Context: an optimization exercise on an open-source flow, tuned for small area. The choices shown serve that exercise and are no tape-out recipe.
Function was checked by simulation only, so behaviour that the tests miss may differ from the original.
Power and IR drop assume default switching activity.

### _bishop_art.mem
00000000
00011000
00111100
00111100
00011000
00011000
00111100
11100111
### _pawn_art.mem
00000000
00000000
00000000
00000000
00011000
00111100
01111110
01111110
### constraint.sdc
create_clock -name core_clock -period 40.0 [get_ports {clk}]
set_input_delay 8.0000 -clock core_clock [delete_from_list [all_inputs] [get_ports {clk}]]
set_output_delay 8.0000 -clock core_clock [all_outputs]
set_load 0.01 [all_outputs]
### run.sh
#!/bin/bash
# synth_recipe.tcl (not shown) runs the flow's synth.tcl, then flattens the netlist and writes it again
# the make line also repeats each setting of config.mk as NAME=value (left out here)
make -C /OpenROAD-flow-scripts/flow DESIGN_CONFIG=/design/flow/config.mk WORK_HOME=/design/flow/orfs CLKGATE_MAP_FILE= SYNTH_SCRIPT=/design/flow/synth_recipe.tcl finish
### _knight_art.mem
00011000
01111100
11111110
11101111
00000111
00011111
00111111
01111110
### design.v
module debounce(
	input wire clk,          
	input wire rst,
    input wire Btn,
    output reg Btn_pulse);
localparam INIT = 3'b000, WQ = 3'b001, SCEN_St = 3'b010, CCR = 3'b011, WFCR = 3'b100;
reg[2:0] state;
localparam max_i = 2000;  
reg[13:0] I;
always @(posedge clk)
begin
	if (rst) begin
		Btn_pulse <= 0;
		state <= INIT;
		I <= 0;
	end
	else begin
		case (state)
			INIT:
			begin
				if (Btn) state <= WQ;
				I <= 0;
			end
			WQ:
			begin
				if (!Btn) state <= INIT;
				else if (I == max_i) begin 
					state <= SCEN_St;
					Btn_pulse <= 1;
				end
				I <= I + 1;
			end
			SCEN_St:
			begin
				state <= CCR;
				Btn_pulse <= 0;
				I <= 0;
			end
			CCR:
			begin
				if (!Btn) state <= WFCR;
				I <= 0;
			end
			WFCR:
			begin
				if (Btn) state <= CCR;
				else if (I == max_i) state <= INIT;
				I <= I + 1;
			end
		endcase
	end
end
endmodule
`timescale 1 ns / 1 ps
module vga_timing (
                input  wire clk,
                input  wire rst,
                output wire [9:0] vcount,
                output wire vsync,  
                output wire [9:0] hcount,
                output wire hsync,
                output reg inDisplayArea   
        );
        localparam HOR_TOTAL_TIME = 799;
        localparam VER_TOTAL_TIME = 524;
        localparam HOR_BLANK_START = 639;
        localparam VER_BLANK_START = 479;
        localparam HOR_SYNC_START = 655;
        localparam VER_SYNC_START = 489;
        localparam HOR_SYNC_TIME = 96;
        localparam VER_SYNC_TIME = 2;
        reg [11:0] horizontal_counter;
        reg [11:0] vertical_counter;
        reg horizontal_sync;
        reg vertical_sync;
        reg [11:0] horizontal_counter_nxt;
        reg [11:0] vertical_counter_nxt;
        reg horizontal_sync_nxt ; 
        reg vertical_sync_nxt ;
        always @(posedge clk)
                if(rst)
                        inDisplayArea <= 1'b0;
                else
                        inDisplayArea <= (horizontal_counter < 640) && (vertical_counter < 480);
        always @(posedge clk) begin
                if(rst) begin
                        horizontal_sync    <=  1'b0;
                        vertical_sync      <=  1'b0;
                        vertical_counter   <=  12'b0;
                        horizontal_counter <=  12'b0;
                end else begin
                        horizontal_sync    <= horizontal_sync_nxt;
                        vertical_sync      <= vertical_sync_nxt;
                        horizontal_counter <= horizontal_counter_nxt;
                        vertical_counter   <= vertical_counter_nxt;
                end
        end
        always @* begin 
        if (horizontal_counter == HOR_TOTAL_TIME) begin
                horizontal_counter_nxt = 0;
                if (vertical_counter == VER_TOTAL_TIME)
                        vertical_counter_nxt = 0;
                else
                        vertical_counter_nxt = vertical_counter + 1;
                if (vertical_counter >= VER_SYNC_START && vertical_counter < (VER_SYNC_START + VER_SYNC_TIME))
                        vertical_sync_nxt  = 1'b1;
                else
                        vertical_sync_nxt  = 1'b0;
        end else begin
                horizontal_counter_nxt = horizontal_counter + 1;
                vertical_counter_nxt   = vertical_counter;
                vertical_sync_nxt      = vertical_sync;
        end
        if (horizontal_counter >= HOR_SYNC_START && horizontal_counter < (HOR_SYNC_START + HOR_SYNC_TIME ))
                horizontal_sync_nxt  = 1'b1;
        else
                horizontal_sync_nxt  = 1'b0;
        end
        assign   hcount = horizontal_counter;
        assign   vcount = vertical_counter;
        assign   hsync  = horizontal_sync;
        assign   vsync  = vertical_sync;
endmodule
`timescale 1ns / 1ps
module logic_unit( 
    clk, rst,
    board_input,
    board_out_addr,
    board_out_piece,
	 board_change_en_wire,
    BtnL,  
    BtnU,
    BtnR,
    BtnD,
    BtnC,
    cursor_addr,
    selected_addr,
    hilite_selected_square,
	 state, move_is_legal, is_in_initial_state
    );
input wire clk, rst;
input wire BtnL, BtnU, BtnR, BtnD, BtnC;
input wire [255:0] board_input;
wire [3:0] board[63:0];
genvar i;
generate for (i=0; i<64; i=i+1) begin: BOARD
	assign board[i] = board_input[i*4+3 : i*4];
end
endgenerate
output reg[5:0] board_out_addr;
output reg[3:0] board_out_piece;
reg board_change_enable;  
output wire board_change_en_wire;
assign board_change_en_wire = board_change_enable;
output reg[5:0] cursor_addr;
output reg[5:0] selected_addr;
output wire hilite_selected_square;
localparam INITIAL = 3'b000,
    PIECE_SEL = 3'b001, PIECE_MOVE= 3'b010,
    WRITE_NEW_PIECE = 3'b011, ERASE_OLD_PIECE = 3'b100;
output wire is_in_initial_state;
assign is_in_initial_state = (state == INITIAL);
wire[3:0] cursor_contents, selected_contents;
assign cursor_contents = board[cursor_addr];  
assign selected_contents = board[selected_addr];  
localparam PIECE_NONE   = 3'b000;
localparam PIECE_PAWN   = 3'b001;
localparam PIECE_KNIGHT = 3'b010;
localparam PIECE_BISHOP = 3'b011;
localparam PIECE_ROOK   = 3'b100;
localparam PIECE_QUEEN  = 3'b101;
localparam PIECE_KING   = 3'b110;
localparam COLOR_WHITE  = 0;
localparam COLOR_BLACK  = 1;
reg player_to_move;
output reg move_is_legal;  
reg move_is_legal_nxt;  
output reg[2:0] state;
assign hilite_selected_square = (state == PIECE_MOVE);
always @ (posedge clk) begin
    if (rst) begin
        state <= INITIAL;
        player_to_move <= COLOR_WHITE;
        cursor_addr <= 6'b110_100;  
        selected_addr <= 6'bXXXXXX;
        board_out_addr <= 6'b000000;
        board_out_piece <= 4'b0000;
        board_change_enable <= 0;
        move_is_legal <= 1'b0;
    end
    else begin
        move_is_legal <= move_is_legal_nxt;
        case (state)
            INITIAL :
            begin
                state <= PIECE_SEL;  
            end
            PIECE_SEL:
            begin
                if (BtnC 
                    && cursor_contents[3] == player_to_move
                    && cursor_contents[2:0] != PIECE_NONE) 
						  begin
                        state <= PIECE_MOVE;
								selected_addr <= cursor_addr;
						  end
            end
            PIECE_MOVE:
            begin
                if (BtnC) begin
                    if (      (cursor_contents[3] != player_to_move
                            || cursor_contents[2:0] == PIECE_NONE)
                            && move_is_legal)
                    begin
								state <= WRITE_NEW_PIECE; 
                        board_out_addr <= cursor_addr;
                        board_out_piece <= selected_contents;
                        board_change_enable <= 1;
                    end
                    else if (cursor_contents[3] == player_to_move
                        && cursor_contents[2:0] != PIECE_NONE)
                    begin
                        selected_addr <= cursor_addr;
                    end
						  else begin
								state <= PIECE_SEL;
						  end
					end
            end
            WRITE_NEW_PIECE:
            begin
                state <= ERASE_OLD_PIECE;
                board_change_enable <= 1;  
                board_out_addr <= selected_addr;
                board_out_piece <= 4'b0000;  
            end
            ERASE_OLD_PIECE:
            begin
                state <= PIECE_SEL;
                board_change_enable <= 0;
                board_out_addr <= 6'bXXXXXX;
                board_out_piece <= 4'bXXXX;
                player_to_move <= ~player_to_move;
            end
			endcase
		 if      (BtnL && cursor_addr[2:0] != 3'b000) cursor_addr <= cursor_addr - 6'b000_001;
		 else if (BtnR && cursor_addr[2:0] != 3'b111) cursor_addr <= cursor_addr + 6'b000_001;
		 else if (BtnU && cursor_addr[5:3] != 3'b000) cursor_addr <= cursor_addr - 6'b001_000;
		 else if (BtnD && cursor_addr[5:3] != 3'b111) cursor_addr <= cursor_addr + 6'b001_000;
    end
end
reg[3:0] h_delta;
reg[3:0] v_delta;
always @(*) begin
	if (cursor_addr[2:0] >= selected_addr[2:0]) h_delta = cursor_addr[2:0] - selected_addr[2:0];
	else													  h_delta = selected_addr[2:0] - cursor_addr[2:0];
	if (cursor_addr[5:3] >= selected_addr[5:3]) v_delta = cursor_addr[5:3] - selected_addr[5:3];
	else													  v_delta = selected_addr[5:3] - cursor_addr[5:3];
end
always @(*) begin
    move_is_legal_nxt = move_is_legal;
    if(selected_contents[2:0] == PIECE_PAWN)
        begin
            if (player_to_move == COLOR_WHITE) begin  
                if (v_delta == 2  
                    && h_delta == 0  
                    && selected_addr[5:3] == 3'b110  
                    && cursor_contents[2:0] == PIECE_NONE  
                    && board[selected_addr - 6'b001_000][2:0] == PIECE_NONE  
						  && cursor_addr[5:3] < selected_addr[5:3] )
                    move_is_legal_nxt = 1;  
                else if(v_delta == 1  
                    && h_delta == 0
                    && cursor_contents[2:0] == PIECE_NONE
						  && cursor_addr[5:3] < selected_addr[5:3] )
                    move_is_legal_nxt = 1;
                else if(v_delta == 1
                    && (h_delta == 1)  
                    && cursor_contents[3] == COLOR_BLACK  
                    && cursor_contents[2:0] != PIECE_NONE  
						  && cursor_addr[5:3] < selected_addr[5:3] )
                    move_is_legal_nxt = 1;
                else move_is_legal_nxt = 0;
            end
            else if (player_to_move == COLOR_BLACK) begin
                if (v_delta == 2  
                    && h_delta == 0  
                    && selected_addr[5:3] == 3'b001  
                    && cursor_contents[2:0] == PIECE_NONE  
                    && board[selected_addr + 6'b001_000][2:0] == PIECE_NONE  
						  && cursor_addr[5:3] > selected_addr[5:3] )
                    move_is_legal_nxt = 1;  
                else if(v_delta == 1  
                    && h_delta == 0
                    && cursor_contents[2:0] == PIECE_NONE
						  && cursor_addr[5:3] > selected_addr[5:3] )
                    move_is_legal_nxt = 1;
                else if(v_delta == 1
                    && (h_delta==1)  
                    && cursor_contents[3] == COLOR_WHITE  
                    && cursor_contents[2:0] != PIECE_NONE  
						  && cursor_addr[5:3] > selected_addr[5:3] )
                    move_is_legal_nxt = 1;
                else move_is_legal_nxt = 0;
            end
        end
    else if(selected_contents[2:0] == PIECE_ROOK)
        begin
            move_is_legal_nxt = (h_delta==0 || v_delta==0);
        end
    else if(selected_contents[2:0] == PIECE_QUEEN)
        begin
            move_is_legal_nxt =
                (  h_delta==0 || v_delta==0   
                || h_delta == v_delta );      
        end
    else if(selected_contents[2:0] == PIECE_KING)
        begin
            move_is_legal_nxt =
                ( h_delta == 0 || h_delta == 1)
				 && ( v_delta == 0 || v_delta == 1);
        end
    else if(selected_contents[2:0] == PIECE_BISHOP)
        begin
            move_is_legal_nxt =
                (  h_delta == v_delta );
        end
    else if(selected_contents[2:0] == PIECE_KNIGHT)
        begin
            move_is_legal_nxt =
                (   h_delta==2 && v_delta==1 
                ||  v_delta==2 && h_delta==1 );
        end
	 else move_is_legal_nxt = 0;
end 
endmodule
`timescale 1ns / 1ps
module display_unit(
    input wire clk,
	input wire rst,
	input wire [255:0] board_in,
	input wire [5:0] cursor_addr,
	input wire [5:0] select_addr,
	input wire select_en,
	output wire hsync,
	output wire vsync,
	output wire [2:0] r,
	output wire [2:0] g,
	output wire [1:0] b
    );
reg [7:0] output_color;
wire inDisplayArea;
wire[3:0] board[63:0];
genvar i;
generate for (i=0; i<64; i=i+1) begin: REWIRE_BOARD
	assign board[i] = board_in[i*4+3 : i*4];
end
endgenerate
wire [9:0] CounterX;
wire [9:0] CounterY;
vga_timing syncgen(.clk(clk), .rst(rst),
	.hsync(hsync), 
	.vsync(vsync), 
	.inDisplayArea(inDisplayArea), 
	.hcount(CounterX), 
	.vcount(CounterY));
localparam PIECE_NONE   = 3'b000;
localparam PIECE_PAWN   = 3'b001;
localparam PIECE_KNIGHT = 3'b010;
localparam PIECE_BISHOP = 3'b011;
localparam PIECE_ROOK   = 3'b100;
localparam PIECE_QUEEN  = 3'b101;
localparam PIECE_KING   = 3'b110;
localparam COLOR_WHITE  = 0;
localparam COLOR_BLACK  = 1;
reg [0:7] pawnArt [0:7];
reg [0:7] bishopArt [0:7];
reg [0:7] knightArt [0:7];
reg [0:7] queenArt [0:7];
reg [0:7] kingArt [0:7];
reg [0:7] rookArt [0:7];
initial $readmemb("_pawn_art.mem", 	pawnArt);
initial $readmemb("_bishop_art.mem",bishopArt);
initial $readmemb("_knight_art.mem",knightArt);
initial $readmemb("_queen_art.mem", queenArt);
initial $readmemb("_king_art.mem", 	kingArt);
initial $readmemb("_rook_art.mem", 	rookArt);
localparam RGB_OUTSIDE = 8'b000_000_00;   
localparam RGB_DARK_SQ = 8'b101_000_00;   
localparam RGB_LIGHT_SQ = 8'b111_110_10;  
localparam RGB_BLACK_PIECE = 8'b001_001_01;  
localparam RGB_WHITE_PIECE = 8'b111_111_11;  
localparam RGB_CURSOR = 8'b000_000_11;  
localparam RGB_SELECTED = 8'b111_000_00;  
reg [2:0] counter_row;  
reg [2:0] counter_col;
reg [6:0] square_x;  
reg [6:0] square_y;
reg [4:0] art_x;  
reg [4:0] art_y; 
wire in_square_border;
wire in_board;
wire dark_square;  
always @(CounterX) begin
	if 	    (CounterX <= 170) begin counter_col <= 0; square_x <= CounterX - 120; end
	else if (CounterX <= 220) begin counter_col <= 1; square_x <= CounterX - 170; end
	else if (CounterX <= 270) begin counter_col <= 2; square_x <= CounterX - 220; end
	else if (CounterX <= 320) begin counter_col <= 3; square_x <= CounterX - 270; end
	else if (CounterX <= 370) begin counter_col <= 4; square_x <= CounterX - 320; end
	else if (CounterX <= 420) begin counter_col <= 5; square_x <= CounterX - 370; end
	else if (CounterX <= 470) begin counter_col <= 6; square_x <= CounterX - 420; end
	else 				      begin counter_col <= 7; square_x <= CounterX - 470; end
end
always @(CounterY) begin
	if 	    (CounterY <=  90) begin counter_row <= 0; square_y <= CounterY - 40; end
	else if (CounterY <= 140) begin counter_row <= 1; square_y <= CounterY - 90; end
	else if (CounterY <= 190) begin counter_row <= 2; square_y <= CounterY - 140; end
	else if (CounterY <= 240) begin counter_row <= 3; square_y <= CounterY - 190; end
	else if (CounterY <= 290) begin counter_row <= 4; square_y <= CounterY - 240; end
	else if (CounterY <= 340) begin counter_row <= 5; square_y <= CounterY - 290; end
	else if (CounterY <= 390) begin counter_row <= 6; square_y <= CounterY - 340; end
	else 					  begin counter_row <= 7; square_y <= CounterY - 390; end
end
always @(square_x) begin
	if 	    (square_x <= 10) art_x <= 0;
	else if (square_x <= 15) art_x <= 1;
	else if (square_x <= 20) art_x <= 2;
	else if (square_x <= 25) art_x <= 3;
	else if (square_x <= 30) art_x <= 4;
	else if (square_x <= 35) art_x <= 5;
	else if (square_x <= 40) art_x <= 6;
	else 				     art_x <= 7;	
end
always @(square_y) begin
	if 	    (square_y <= 10) art_y <= 0;
	else if (square_y <= 15) art_y <= 1;
	else if (square_y <= 20) art_y <= 2;
	else if (square_y <= 25) art_y <= 3;
	else if (square_y <= 30) art_y <= 4;
	else if (square_y <= 35) art_y <= 5;
	else if (square_y <= 40) art_y <= 6;
	else 				     art_y <= 7;	
end
assign in_square_border = (   square_x <= 5 
						   || square_x >= 45
						   || square_y <= 5 
						   || square_y >= 45	);
assign in_board = (CounterX >= 120 && CounterX < 520)
					 &&(CounterY >= 40  && CounterY < 440);
assign dark_square = counter_row[0] ^ counter_col[0];  
always @(posedge clk) begin
	if (!in_board) output_color <= RGB_OUTSIDE;
	else begin
		if (in_square_border) begin
			if (cursor_addr == { counter_row, counter_col }) 
				output_color <= RGB_CURSOR;
			else if (in_square_border && select_addr == { counter_row, counter_col } && select_en)
				output_color <= RGB_SELECTED;
			else if (dark_square) 
				output_color <= RGB_DARK_SQ;
			else
				output_color <= RGB_LIGHT_SQ;
		end
		else begin
			case (board[{counter_row, counter_col}][2:0])
				PIECE_NONE  : begin
					if (dark_square) 
						output_color <= RGB_DARK_SQ;
					else
						output_color <= RGB_LIGHT_SQ;
				end
				PIECE_PAWN  : begin
					if (pawnArt[art_y][art_x]) begin
						if(board[{counter_row, counter_col}][3] == COLOR_BLACK)
							output_color <= RGB_BLACK_PIECE;
						else
							output_color <= RGB_WHITE_PIECE;
					end
					else begin
						if (dark_square) 
							output_color <= RGB_DARK_SQ;
						else
							output_color <= RGB_LIGHT_SQ;
					end
				end
				PIECE_KNIGHT: begin
					if (knightArt[art_y][art_x]) begin
						if(board[{counter_row, counter_col}][3] == COLOR_BLACK)
							output_color <= RGB_BLACK_PIECE;
						else
							output_color <= RGB_WHITE_PIECE;
					end
					else begin
						if (dark_square) 
							output_color <= RGB_DARK_SQ;
						else
							output_color <= RGB_LIGHT_SQ;
					end
				end
				PIECE_BISHOP: begin
					if (bishopArt[art_y][art_x]) begin
						if(board[{counter_row, counter_col}][3] == COLOR_BLACK)
							output_color <= RGB_BLACK_PIECE;
						else
							output_color <= RGB_WHITE_PIECE;
					end
					else begin
						if (dark_square) 
							output_color <= RGB_DARK_SQ;
						else
							output_color <= RGB_LIGHT_SQ;
					end
				end
				PIECE_ROOK  : begin
					if (rookArt[art_y][art_x]) begin
						if(board[{counter_row, counter_col}][3] == COLOR_BLACK)
							output_color <= RGB_BLACK_PIECE;
						else
							output_color <= RGB_WHITE_PIECE;
					end
					else begin
						if (dark_square) 
							output_color <= RGB_DARK_SQ;
						else
							output_color <= RGB_LIGHT_SQ;
					end
				end
				PIECE_QUEEN : begin
					if (queenArt[art_y][art_x]) begin
						if(board[{counter_row, counter_col}][3] == COLOR_BLACK)
							output_color <= RGB_BLACK_PIECE;
						else
							output_color <= RGB_WHITE_PIECE;
					end
					else begin
						if (dark_square) 
							output_color <= RGB_DARK_SQ;
						else
							output_color <= RGB_LIGHT_SQ;
					end
				end
				PIECE_KING  : begin
					if (kingArt[art_y][art_x]) begin
						if(board[{counter_row, counter_col}][3] == COLOR_BLACK)
							output_color <= RGB_BLACK_PIECE;
						else
							output_color <= RGB_WHITE_PIECE;
					end
					else begin
						if (dark_square) 
							output_color <= RGB_DARK_SQ;
						else
							output_color <= RGB_LIGHT_SQ;
					end
				end
				default: output_color <= RGB_OUTSIDE;
			endcase
		end
	end
end
assign r = {output_color[7] & inDisplayArea,output_color[6] & inDisplayArea,output_color[5] & inDisplayArea};
assign g = {output_color[4] & inDisplayArea,output_color[3] & inDisplayArea,output_color[2] & inDisplayArea};
assign b = {output_color[1] & inDisplayArea,output_color[0] & inDisplayArea};
endmodule
`timescale 1ns / 1ps
module chess(
      	input wire clk,
		input wire rst,  
		input wire [4:0] btn,
		output wire vga_hsync,
		output wire vga_vsync, 
		output wire [2:0] vga_r,
		output wire [2:0] vga_g,
		output wire [1:0] vga_b
    );
wire clk_25MHz = clk;
wire Reset = rst;
genvar i;
wire [4:0] Btn_pulse;
generate for (i = 0;i < 5;i = i + 1) begin
	debounce u_debounce(
	.clk(clk_25MHz), .rst(Reset),
	.Btn(btn[i]), .Btn_pulse(Btn_pulse[i]));
end
endgenerate
reg [3:0] board[63:0];
wire [255:0] passable_board;
generate for (i=0; i<64; i=i+1) begin: BOARD
	assign passable_board[i*4+3 : i*4] = board[i];
end
endgenerate
wire[5:0] board_change_addr;
wire[3:0] board_change_piece;
wire[5:0] cursor_addr;
wire[5:0] selected_piece_addr;
wire hilite_selected_square;
wire board_change_en_wire;
wire is_in_initial_state;
logic_unit u_logic_unit (
	.clk(clk_25MHz), 
	.rst(Reset),
	.board_input(passable_board),
	.board_out_addr(board_change_addr),
	.board_out_piece(board_change_piece),
	.board_change_en_wire(board_change_en_wire),
	.cursor_addr(cursor_addr),
	.selected_addr(selected_piece_addr),
	.hilite_selected_square(hilite_selected_square),
	.BtnU(Btn_pulse[1]), .BtnL(Btn_pulse[2]), .BtnC(Btn_pulse[0]),
	.BtnR(Btn_pulse[3]), .BtnD(Btn_pulse[4]),
	.state(), .move_is_legal(), .is_in_initial_state(is_in_initial_state)
	);
always @(posedge clk_25MHz)
begin 
	if (Reset != 1) begin 
		if (board_change_en_wire == 1)  
		begin
			board[board_change_addr] <= board_change_piece;
		end
	end
	if (is_in_initial_state)
	begin
		board[6'b111_000] <= { 1'b0, 3'b100 };
		board[6'b111_001] <= { 1'b0, 3'b010 };
		board[6'b111_010] <= { 1'b0, 3'b011 };
		board[6'b111_011] <= { 1'b0, 3'b101 };
		board[6'b111_100] <= { 1'b0, 3'b110 };
		board[6'b111_101] <= { 1'b0, 3'b011 };
		board[6'b111_110] <= { 1'b0, 3'b010 };
		board[6'b111_111] <= { 1'b0, 3'b100 };
		board[6'b110_000] <= { 1'b0, 3'b001 };
		board[6'b110_001] <= { 1'b0, 3'b001 };
		board[6'b110_010] <= { 1'b0, 3'b001 };
		board[6'b110_011] <= { 1'b0, 3'b001 };
		board[6'b110_100] <= { 1'b0, 3'b001 };
		board[6'b110_101] <= { 1'b0, 3'b001 };
		board[6'b110_110] <= { 1'b0, 3'b001 };
		board[6'b110_111] <= { 1'b0, 3'b001 };
		board[6'b101_000] <= { 1'b0, 3'b000 };
		board[6'b101_001] <= { 1'b0, 3'b000 };
		board[6'b101_010] <= { 1'b0, 3'b000 };
		board[6'b101_011] <= { 1'b0, 3'b000 };
		board[6'b101_100] <= { 1'b0, 3'b000 };
		board[6'b101_101] <= { 1'b0, 3'b000 };
		board[6'b101_110] <= { 1'b0, 3'b000 };
		board[6'b101_111] <= { 1'b0, 3'b000 };
		board[6'b100_000] <= { 1'b0, 3'b000 };
		board[6'b100_001] <= { 1'b0, 3'b000 };
		board[6'b100_010] <= { 1'b0, 3'b000 };
		board[6'b100_011] <= { 1'b0, 3'b000 };
		board[6'b100_100] <= { 1'b0, 3'b000 };
		board[6'b100_101] <= { 1'b0, 3'b000 };
		board[6'b100_110] <= { 1'b0, 3'b000 };
		board[6'b100_111] <= { 1'b0, 3'b000 };
		board[6'b011_000] <= { 1'b0, 3'b000 };
		board[6'b011_001] <= { 1'b0, 3'b000 };
		board[6'b011_010] <= { 1'b0, 3'b000 };
		board[6'b011_011] <= { 1'b0, 3'b000 };
		board[6'b011_100] <= { 1'b0, 3'b000 };
		board[6'b011_101] <= { 1'b0, 3'b000 };
		board[6'b011_110] <= { 1'b0, 3'b000 };
		board[6'b011_111] <= { 1'b0, 3'b000 };
		board[6'b010_000] <= { 1'b0, 3'b000 };
		board[6'b010_001] <= { 1'b0, 3'b000 };
		board[6'b010_010] <= { 1'b0, 3'b000 };
		board[6'b010_011] <= { 1'b0, 3'b000 };
		board[6'b010_100] <= { 1'b0, 3'b000 };
		board[6'b010_101] <= { 1'b0, 3'b000 };
		board[6'b010_110] <= { 1'b0, 3'b000 };
		board[6'b010_111] <= { 1'b0, 3'b000 };
		board[6'b001_000] <= { 1'b1, 3'b001 };
		board[6'b001_001] <= { 1'b1, 3'b001 };
		board[6'b001_010] <= { 1'b1, 3'b001 };
		board[6'b001_011] <= { 1'b1, 3'b001 };
		board[6'b001_100] <= { 1'b1, 3'b001 };
		board[6'b001_101] <= { 1'b1, 3'b001 };
		board[6'b001_110] <= { 1'b1, 3'b001 };
		board[6'b001_111] <= { 1'b1, 3'b001 };
		board[6'b000_000] <= { 1'b1, 3'b100 };
		board[6'b000_001] <= { 1'b1, 3'b010 };
		board[6'b000_010] <= { 1'b1, 3'b011 };
		board[6'b000_011] <= { 1'b1, 3'b101 };
		board[6'b000_100] <= { 1'b1, 3'b110 };
		board[6'b000_101] <= { 1'b1, 3'b011 };
		board[6'b000_110] <= { 1'b1, 3'b010 };
		board[6'b000_111] <= { 1'b1, 3'b100 };
	end
end
display_unit u_display_unit (
	.clk(clk_25MHz), 
	.rst(Reset),
	.hsync(vga_hsync),  
	.vsync(vga_vsync),
	.r(vga_r),
	.g(vga_g),
	.b(vga_b),
	.board_in(passable_board),  
	.cursor_addr(cursor_addr),  
	.select_addr(selected_piece_addr),  
	.select_en(hilite_selected_square));  
endmodule
### _queen_art.mem
00000000
01010101
01010101
01010101
01010101
01111111
01111111
01111111
### _rook_art.mem
00000000
01011010
01111110
00111100
00011000
00011000
00111100
01111110
### _king_art.mem
00011000
01111110
00011000
00011000
00111100
01111110
01111110
00111100
### config.mk
export PLATFORM = sky130hd
export DESIGN_NAME = chess
export DESIGN_NICKNAME = chess
export VERILOG_FILES = /design/flow/design.v
export SDC_FILE = /design/flow/constraint.sdc
export NUM_CORES = 4
export LEC_CHECK = 0
export CAP_MARGIN = 20
export CELL_PAD_IN_SITES_DETAIL_PLACEMENT = 2
export CELL_PAD_IN_SITES_GLOBAL_PLACEMENT = 4
export CORE_MARGIN = 2
export CORE_UTILIZATION = 20
export PLACE_DENSITY = 0.3
export SLEW_MARGIN = 20
==> summary.txt <==
==> worst reg2reg max path: stages, from the launching register on <==
cell,delay [ns]
dfxtp_1,0.63
clkinv_1,0.50
ha_1,0.46
nand2_1,0.19
nand3_1,0.47
nand3_1,0.50
o31ai_1,0.18
a2111oi_4,0.63
a21oi_1,0.23
o32ai_1,0.45
a21oi_1,0.14
nor2_1,0.14
nor2_1,0.06
nor2_1,0.21
ha_1,0.29
o21ai_0,0.14
o21ai_0,0.13
o21ai_0,0.54
a2111o_1,0.27
o311ai_0,0.15
nor4_2,0.45
a311oi_2,0.18
==> metrics by stage <==
stage	instances	utilization	area [µm²]	worst slack (ns)
3_3_place_gp	6048	0.224	33600	29.48
4_1_cts	6153	0.237	35600	29.98
2_1_floorplan	4135	-	30300	30.57
6_report	6161	0.237	35700	29.89
5_1_grt	6154	0.237	35700	29.74
3_5_place_dp	6048	0.224	33600	29.27
==> cell usage in the layout, fill, tap and decap left out, types with 26 or more instances in the layout <==
cell type,count
xor2_1,56
and2_1,26
a31oi_1,62
inv_1,75
a211oi_1,48
nand4_1,92
xnor2_1,63
a22o_1,41
a222oi_1,44
o211ai_1,28
a221oi_1,67
a22oi_1,130
nor3_1,57
a21oi_1,338
buf_4,221
nand2_1,521
and3_1,52
o21ai_0,252
nor2_1,360
mux2i_1,112
ha_1,75
dfxtp_1,394
nand2b_1,30
nand3_1,332
clkbuf_16,57
==> power groups by stage <==
stage	Combinational, mW	Sequential (mW)	Clock [mW]
after floorplan	0.0364	0.420	0
after global placement	0.0557	0.423	0
after detailed placement	0.0574	0.423	0
after CTS	0.0577	0.414	0.577
after global routing	0.0624	0.415	0.590
final	0.0582	0.414	0.556
==> flip-flops by register name (all words and copies together) (netlist names), 3 cells and up <==
register                                   cells
board                                        256
genblk1.u_debounce.Btn_pulse                   5
genblk1.u_debounce.I                          70
genblk1.u_debounce.state                      15
u_display_unit.output_color                    7
u_display_unit.syncgen.horizontal_counter     12
u_display_unit.syncgen.vertical_counter       12
u_logic_unit.board_out_addr                    6
u_logic_unit.board_out_piece                   4
u_logic_unit.cursor_addr                       6
u_logic_unit.selected_addr                     6
u_logic_unit.state                             3
==> worst min path at each step <==
stage / to / cells after the start / slack, ns / from
after floorplan: genblk1[4].u_debounce.Btn_pulse / 2 / 0.45 / genblk1[4].u_debounce.Btn_pulse
after global placement: genblk1[3].u_debounce.I[10] / 2 / 0.47 / genblk1[3].u_debounce.I[10]
after detailed placement: genblk1[1].u_debounce.Btn_pulse / 2 / 0.47 / genblk1[1].u_debounce.Btn_pulse
after CTS: genblk1[1].u_debounce.Btn_pulse / 2 / 0.48 / genblk1[1].u_debounce.Btn_pulse
after global routing: genblk1[1].u_debounce.Btn_pulse / 2 / 0.52 / genblk1[1].u_debounce.Btn_pulse
final: genblk1[1].u_debounce.Btn_pulse / 2 / 0.48 / genblk1[1].u_debounce.Btn_pulse
==> layer usage <==
layer | vias up | track usage | wire (µm)
met3 | 486 | 0.0764 | 20500
met2 | 1828 | 0.456 | 104000
li1 | 15352 | - | -
met4 | 26 | 0.135 | 13100
met5 | - | 0.00985 | 367
met1 | 19423 | 0.410 | 108000
==> cell families after synthesis <==
family	synth area share
AND/OR/NAND/NOR	0.266
flip-flops	0.271
AO/OA/AOI/OAI	0.289
buffers and inverters	0.0559
XOR/XNOR	0.0352
adder cells (fa/ha/maj)	0.0356
multiplexers	0.0473
==> final cells by class <==
cell class | count | area share
Tap cell | 2016 | 0.0707
Antenna cell | 7 | 0.000491
Multi-Input combinational cell | 3303 | 0.580
Inverter | 83 | 0.00873
Timing Repair Buffer | 239 | 0.0520
Clock inverter | 22 | 0.00923
Clock buffer | 83 | 0.0475
Sequential cell | 408 | 0.231
==> results.toml <==
[place]
port_buffers = 16
gp_congestion = 1.05
dp.final_hpwl_um = 181000

[synth]
syn_avg_cell_area_um2 = 7.34
yosys.area.top_type = "dfxtp_1"
yosys_register_bits = 408
syn_nets = 4224
synth_most_common_cell = "nand2_1"
ys_async_sr_fraction = 0
yosysUniqueCellTypes = 115
syn_area_um2 = 30300
synthFlopType = "dfxtp_1"
netlist_top_cells_area = "dfxtp_1, nand2_1, a21oi_1"
synth_cells = 4135
ys_seq_area_frac = 0.271
synth_edf_count = 6
yosysWarnings = 5
synth_commonest_cells = "nand2_1, dfxtp_1, nor2_1"
netlist.area_leader.share = 0.265

[clock_network]
clk_path_buf_depth = 3
insertion_delay_ns = 0.69
cts.sinks = 408
htree_levels = 2
postCtsSetupBuffers = 0
cts_tree = "built"
numCtsBuffers = 56
cts-resized-gates = 0
root_buffer = "clkbuf_16"
ctsHoldBuffers = 0
clk_pin_slew_ns = 0.06

[pwr]
seqPwrFrac = 0.403
power_mw = 1.03
p_int_mw = 0.759
power.leakage_nw = 11.9
power_density_nw_per_um2 = 28.8
p_switching_mw = 0.270
clockPowerShare = 0.541
switching_share = 0.262
ir_worst_vdd_uv = 33.1
power_frac_comb = 0.057

[sta]
totalNegativeSetupSlack_ns = 0
tightestPinTransition_ns = 1.23
slew_viol_final = 0
whs_ns = 0.477
fin_crit_sh = 0.253
min_period_ns = 10.11
fmax_ghz = 0.0990
finalSetupViolCount = 0
fin_skew_ns = 0.0246
slew-limit-headroom = 0.177
hold_violations = 0
rsz0062_at_grt = "false"

[detailed_routing]
wire_per_inst_um = 39.9
vias = 37115
drc = 0
first_pass_iters = 10
viasPerCell = 6.02
ant_nets = 0
drt_iter0_drc = 4243
drt_wl_total_um = 246000

[floorplanning]
fp.dieArea_um2 = 155000
start_util = 0.202
rows = 142
die_y_um = 394
die_x_um = 394
design.core.area_um2 = 150000
io_pins = 17

[global_route]
gr-usage-all-layers = 0.305
antenna_found_initial = 36
grt_pass1_wl_um = 333000
overflow = 0
grt_max_degree = 144
grt_pass1_vias = 37186

[setup_path]
worst-path-stages = 7
cp_slowest_cell = "nor3b_2"
startpoint = "rst"
path_delay_family = "simple AND/OR/NAND/NOR gates"
worstPathArrival_ns = 10.61
cp-end-kind = "flip-flop"
start_kind = "primary input"
r2r-end = "u_display_unit.output_color[4]"
critPathRequiredTime_ns = 40.51
regToRegStartpoint = "u_display_unit.syncgen.vertical_counter[4]"
critPathCapture = "board[36][2]"
path_cells = "buf_4 > nor3b_1 > nor3b_2 > buf_4 > nand2_1 > nand2_1 > a21oi_1"
timing.reg2reg.setup_slack_ns = 32.91
worst-path-max-fanout = 30
critPathMaxStageDelay_ns = 0.71
critPathBufInv = 2
rr_worst_depth = 21
crit_type = "in2reg"

[final_layout]
seq_area_um2 = 8240
final_layout_size_suffix_gt1_frac = 0.111
multi_input_area_um2 = 20700
area_delta_synth_final_pct = 17.5
n_fill_cell = 17594
nets = 4180

[flow_run]
max_cap_viol_count = 0

[status]
status = "no timing/DRC/antenna violations"

[min_path]
hp-class = "reg2reg"

-- port drivers added, routing unchanged --
Ports are ideal in the flow. The routed layout listed here was re-timed in OpenROAD.
Step 1 (the two cells are an assumption about what drives the block):
set clk [get_ports {clk}]
set_driving_cell -lib_cell sky130_fd_sc_hd__clkbuf_16 $clk
set_driving_cell -lib_cell sky130_fd_sc_hd__buf_2 [delete_from_list [all_inputs] $clk]
Step 2 moves the port delays by t, midway between the first and last clock arrival at a register: inputs arrive t later, outputs are due t later. That takes back most of the time a late clock gives input paths.
Slacks: ideal / step 1 / step 2; pairs: ideal / step 1.
shift t [ns]: 0.764
setup slack, ns: 29.894 / 29.950 / 29.186
worst hold slack (ns): 0.477 / 0.477 / 0.477
worst setup path at the end: input to register
cell pins on the clock port's net: 1
After both steps setup and hold are still met in this run. For this run, drivers alone change the setup slack by +0.056 ns; drivers and shift together by -0.708 ns.
